What follows belongs to an exercise in optimizing a design on an open flow for small area; a production flow would make more cautious choices.
In this exercise RTL edits were held to simulation tests only and were not proved equivalent to the original.
No activity file was given, so power comes from the tool's default toggle rates.

==> flow/design.v (excerpt) <==
module MBF(CLK, RESET, IN_VALID, IN_DATA, X_DATA, Y_DATA, OUT_VALID);
Size: about 1100 cells after synthesis, roughly 230 flip-flops, roughly 43 I/O pins, ~15000 um2 of cells after synthesis.
clock: 7.0 ns
lec_check: 0
cap_margin: 20
core_margin: 2
core_utilization: 50
cts_buf_list: sky130_fd_sc_hd__clkbuf_8
cts_cluster_diameter: 50
cts_cluster_size: 20
slew_margin: 20
synth_hierarchical: 1
standard.sh (not shown) runs the stock make flow with config.mk's settings and CLKGATE_MAP_FILE= SYNTH_SCRIPT=/design/flow/synth_recipe.tcl, a recipe that flattens the netlist after the stock synthesis.
==> flow/flow/run.sh <==
#!/bin/bash
# The standard layout, with the port buffers that global placement inserts made from the
# smallest buffer cell, and clock tree synthesis without dummy loads. The make output goes to
# flow_make.log; ORFS keeps each step's own log under orfs/logs/.
set -euo pipefail
export BUFFER_PORTS_ARGS="-buffer_cell sky130_fd_sc_hd__buf_1"
export CTS_ARGS="-sink_clustering_enable -repair_clock_nets -dont_use_dummy_load -buf_list sky130_fd_sc_hd__clkbuf_8 -sink_clustering_size 20 -sink_clustering_max_diameter 50"
bash standard.sh finish > flow_make.log 2>&1
==> next run, changes <==
==> flow/flow/run.sh (replaced) <==
#!/bin/bash
# The standard layout, with the port buffers that global placement inserts made from the
# smallest buffer cell, resizer changes from timing-driven placement not kept, and clock
# tree synthesis without dummy loads. The make output goes to
# flow_make.log; ORFS keeps each step's own log under orfs/logs/.
set -euo pipefail
export BUFFER_PORTS_ARGS="-buffer_cell sky130_fd_sc_hd__buf_1"
export GPL_KEEP_OVERFLOW=0
export CTS_ARGS="-sink_clustering_enable -repair_clock_nets -dont_use_dummy_load -buf_list sky130_fd_sc_hd__clkbuf_8 -sink_clustering_size 28 -sink_clustering_max_diameter 60"
bash standard.sh finish > flow_make.log 2>&1
=> Wire length went down by 2.4%; cell count went down by 2.2%; area after synthesis does not change; fmax hardly moves; clock skew went down by 0.017 ns; via count went down by 3.2%; non-clock buffer count went down by 34; sequential cell count stays the same; die area does not change.
==> next run, changes <==
--- a/flow/flow/run.sh
+++ b/flow/flow/run.sh
@@ -7,4 +7,4 @@
 export BUFFER_PORTS_ARGS="-buffer_cell sky130_fd_sc_hd__buf_1"
 export GPL_KEEP_OVERFLOW=0
-export CTS_ARGS="-sink_clustering_enable -repair_clock_nets -dont_use_dummy_load -buf_list sky130_fd_sc_hd__clkbuf_8 -sink_clustering_size 28 -sink_clustering_max_diameter 60"
+export CTS_ARGS="-sink_clustering_enable -repair_clock_nets -dont_use_dummy_load -buf_list sky130_fd_sc_hd__clkbuf_8 -sink_clustering_size 24 -sink_clustering_max_diameter 60"
 bash standard.sh finish > flow_make.log 2>&1
=> Wire length is unchanged; synthesized cell count stays the same; first-iteration DRC count does not change; design area is unchanged; area after synthesis does not change; global-route usage does not change; sequential power is about the same; count of clock-buffer cells in the layout stays the same.

---

## run a
MBF, a different RTL version from the one above (not shown whole).
Size in the first run: roughly 0.016 sq mm of cells after synthesis.
// MBF
module MBF(CLK, RESET, IN_VALID, IN_DATA, X_DATA, Y_DATA, OUT_VALID);
  input CLK;
  input RESET;
  input IN_VALID;
  input [12:0] IN_DATA;
  output [12:0] X_DATA;
  output [12:0] Y_DATA;
  output OUT_VALID;
  reg [12:0] r0;
  reg [12:0] r1;
  reg [12:0] r2;
  reg [12:0] r3;
  reg [12:0] r4;
  reg [12:0] r5;
  reg [12:0] r6;
  reg [12:0] r7;
  reg [12:0] r8;
  reg [12:0] r9;
  reg [12:0] r10;
  reg [12:0] r11;
  reg [12:0] r12;
  reg [12:0] r13;
  reg [12:0] r14;
  wire [11:0] sy, sx;
  wire rst_n = ~RESET;
  wire en = IN_VALID & rst_n;
  wire [12:0] r0_d;
  wire [12:0] r1_d;
  wire [12:0] r2_d;
  wire [12:0] r3_d;
  wire [12:0] r4_d;
  wire [12:0] r5_d;
  wire [12:0] r6_d;
  wire [12:0] r7_d;
  wire [12:0] r8_d;
  wire [12:0] r9_d;
  wire [12:0] r10_d;
  wire [12:0] r11_d;
  wire [12:0] r12_d;
  wire [12:0] r13_d;
  wire [12:0] r14_d;
  MBF_nand2 ur0_0 (.a(IN_DATA[0]), .b(en), .y(r0_d[0]));
  MBF_nand2 ur0_1 (.a(IN_DATA[1]), .b(en), .y(r0_d[1]));
  MBF_nand2 ur0_2 (.a(IN_DATA[2]), .b(en), .y(r0_d[2]));
  MBF_nand2 ur0_3 (.a(IN_DATA[3]), .b(en), .y(r0_d[3]));
  MBF_nand2 ur0_4 (.a(IN_DATA[4]), .b(en), .y(r0_d[4]));
  MBF_nand2 ur0_5 (.a(IN_DATA[5]), .b(en), .y(r0_d[5]));
  MBF_nand2 ur0_6 (.a(IN_DATA[6]), .b(en), .y(r0_d[6]));
  MBF_nand2 ur0_7 (.a(IN_DATA[7]), .b(en), .y(r0_d[7]));
  MBF_nand2 ur0_8 (.a(IN_DATA[8]), .b(en), .y(r0_d[8]));
  MBF_nand2 ur0_9 (.a(IN_DATA[9]), .b(en), .y(r0_d[9]));
  MBF_nand2 ur0_10 (.a(IN_DATA[10]), .b(en), .y(r0_d[10]));
  MBF_nand2 ur0_11 (.a(IN_DATA[11]), .b(en), .y(r0_d[11]));
  MBF_nand2 ur0_12 (.a(IN_DATA[12]), .b(en), .y(r0_d[12]));
  MBF_nor2 ur1_0 (.a(r0[0]), .b(RESET), .y(r1_d[0]));
  MBF_nor2 ur1_1 (.a(r0[1]), .b(RESET), .y(r1_d[1]));
  MBF_nor2 ur1_2 (.a(r0[2]), .b(RESET), .y(r1_d[2]));
  MBF_nor2 ur1_3 (.a(r0[3]), .b(RESET), .y(r1_d[3]));
  MBF_nor2 ur1_4 (.a(r0[4]), .b(RESET), .y(r1_d[4]));
  MBF_nor2 ur1_5 (.a(r0[5]), .b(RESET), .y(r1_d[5]));
  MBF_nor2 ur1_6 (.a(r0[6]), .b(RESET), .y(r1_d[6]));
  MBF_nor2 ur1_7 (.a(r0[7]), .b(RESET), .y(r1_d[7]));
  ...
Settings: LEC_CHECK=0, CAP_MARGIN=20, CORE_MARGIN=2, CORE_UTILIZATION=40, CTS_BUF_LIST=sky130_fd_sc_hd__clkbuf_8, CTS_CLUSTER_DIAMETER=60, CTS_CLUSTER_SIZE=24, SLEW_MARGIN=20, SYNTH_HIERARCHICAL=1; clock period 7.0 ns.
run.sh (not shown) runs the stock make flow with config.mk's settings and CLKGATE_MAP_FILE= SYNTH_SCRIPT=/design/flow/synth_recipe.tcl, a recipe that flattens the netlist after the stock synthesis.
Stock flow here: none of the scripts above is used.
Inputs modified between run a and run b:
- CTS_CLUSTER_DIAMETER changed from 60 to 80
- CTS_CLUSTER_SIZE changed from 24 to 40
- CTS_BUF_LIST changed from sky130_fd_sc_hd__clkbuf_8 to sky130_fd_sc_hd__clkbuf_16
### Flow results
From run b to run a, sequential cell count did not move at all. Compared run b against run a; overall fraction of global-route tracks in use within noise. Diff run b..run a | number of hold buffers added after cts | unchanged. Worst reg-to-reg setup slack for run b: 20 ps up relative to run a. Summary of the comparison: total net switching power is higher in run b, relative to run a. Across both runs, clock-buffer cell count was lower for run b than for run a. ~same via count of the first global-routing pass in run b and run a.

---

## job 3832
MBF with an RTL version that a note above also has.
For scale: roughly 1100 cells after synthesis, ~230 flip-flops, ~43 I/O pins.
==> flow/design.v (excerpt) <==
module MBF(CLK, RESET, IN_VALID, IN_DATA, X_DATA, Y_DATA, OUT_VALID);
export LEC_CHECK = 0
export CAP_MARGIN = 20
export CORE_MARGIN = 2
export CORE_UTILIZATION = 50
export CTS_BUF_LIST = sky130_fd_sc_hd__clkbuf_8
export CTS_CLUSTER_DIAMETER = 50
export CTS_CLUSTER_SIZE = 20
export SLEW_MARGIN = 20
export SYNTH_HIERARCHICAL = 1
create_clock -name core_clock -period 7.0 [get_ports {CLK}]
standard.sh (not shown) runs the stock make flow with config.mk's settings and CLKGATE_MAP_FILE= SYNTH_SCRIPT=/design/flow/synth_recipe.tcl, a recipe that flattens the netlist after the stock synthesis.
==> flow/flow/run.sh <==
#!/bin/bash
# The standard layout, with the port buffers that global placement inserts made from the
# smallest buffer cell. The make output goes to flow_make.log; ORFS keeps each step's own
# log under orfs/logs/.
set -euo pipefail
export BUFFER_PORTS_ARGS="-buffer_cell sky130_fd_sc_hd__buf_1"
bash standard.sh finish > flow_make.log 2>&1
### job 3832 -> job 9054
--- a/flow/flow/run.sh
+++ b/flow/flow/run.sh
@@ -3,2 +3,2 @@
-# smallest buffer cell. The make output goes to flow_make.log; ORFS keeps each step's own
-# log under orfs/logs/.
+# smallest buffer cell, and clock tree synthesis without dummy loads. The make output goes to
+# flow_make.log; ORFS keeps each step's own log under orfs/logs/.
@@ -6,0 +7 @@
+export CTS_ARGS="-sink_clustering_enable -repair_clock_nets -dont_use_dummy_load -buf_list sky130_fd_sc_hd__clkbuf_8 -sink_clustering_size 28 -sink_clustering_max_diameter 60"
Results
- From job 3832 to job 9054 the numbers moved as follows: combinational power has remained practically unchanged; final instance count without filler cells now smaller; via count comparable.
- Job 9054 vs. job 3832: synthesis-to-layout area growth went down 2.5 points; internal power of the cells now sits lower; vias per cell +1.5%.

-- what the ideal ports hide --
The flow's constraints put no driver on any port. The routed layouts listed below were extracted and timed again, unchanged, in two steps. Step 1, drivers: a clkbuf_16 drives CLK and a buf_2 each remaining input, both assumed. Step 2 moves the port delays by t, midway between the first and last clock arrival at a register: inputs arrive t later, outputs are due t later. That takes back most of the time a late clock gives input paths. Three values: ideal, step 1, step 2; two values: the first two.
run | t, ns | slack for setup (ns) | worst setup path after step 2 | worst slew at a driven data input, ns
the first run of note 1 | 0.607 | 0.219 / 0.219 / 0.219 | register to register | 0.03
the second run of note 1 | 0.607 | 0.211 / 0.211 / 0.211 | register to register | 0.03
the third run of note 1 | 0.607 | 0.211 / 0.211 / 0.211 | register to register | 0.03
run a | 0.663 | 0.222 / 0.168 / 0.375 | register to register | 0.03
run b | 0.590 | 0.192 / 0.138 / 0.399 | register to register | 0.03
job 3832 | 0.633 | 0.208 / 0.208 / 0.208 | register to register | 0.03
job 9054 | 0.574 | 0.237 / 0.237 / 0.237 | register to register | 0.03
After both steps setup and hold are still met in every run listed.
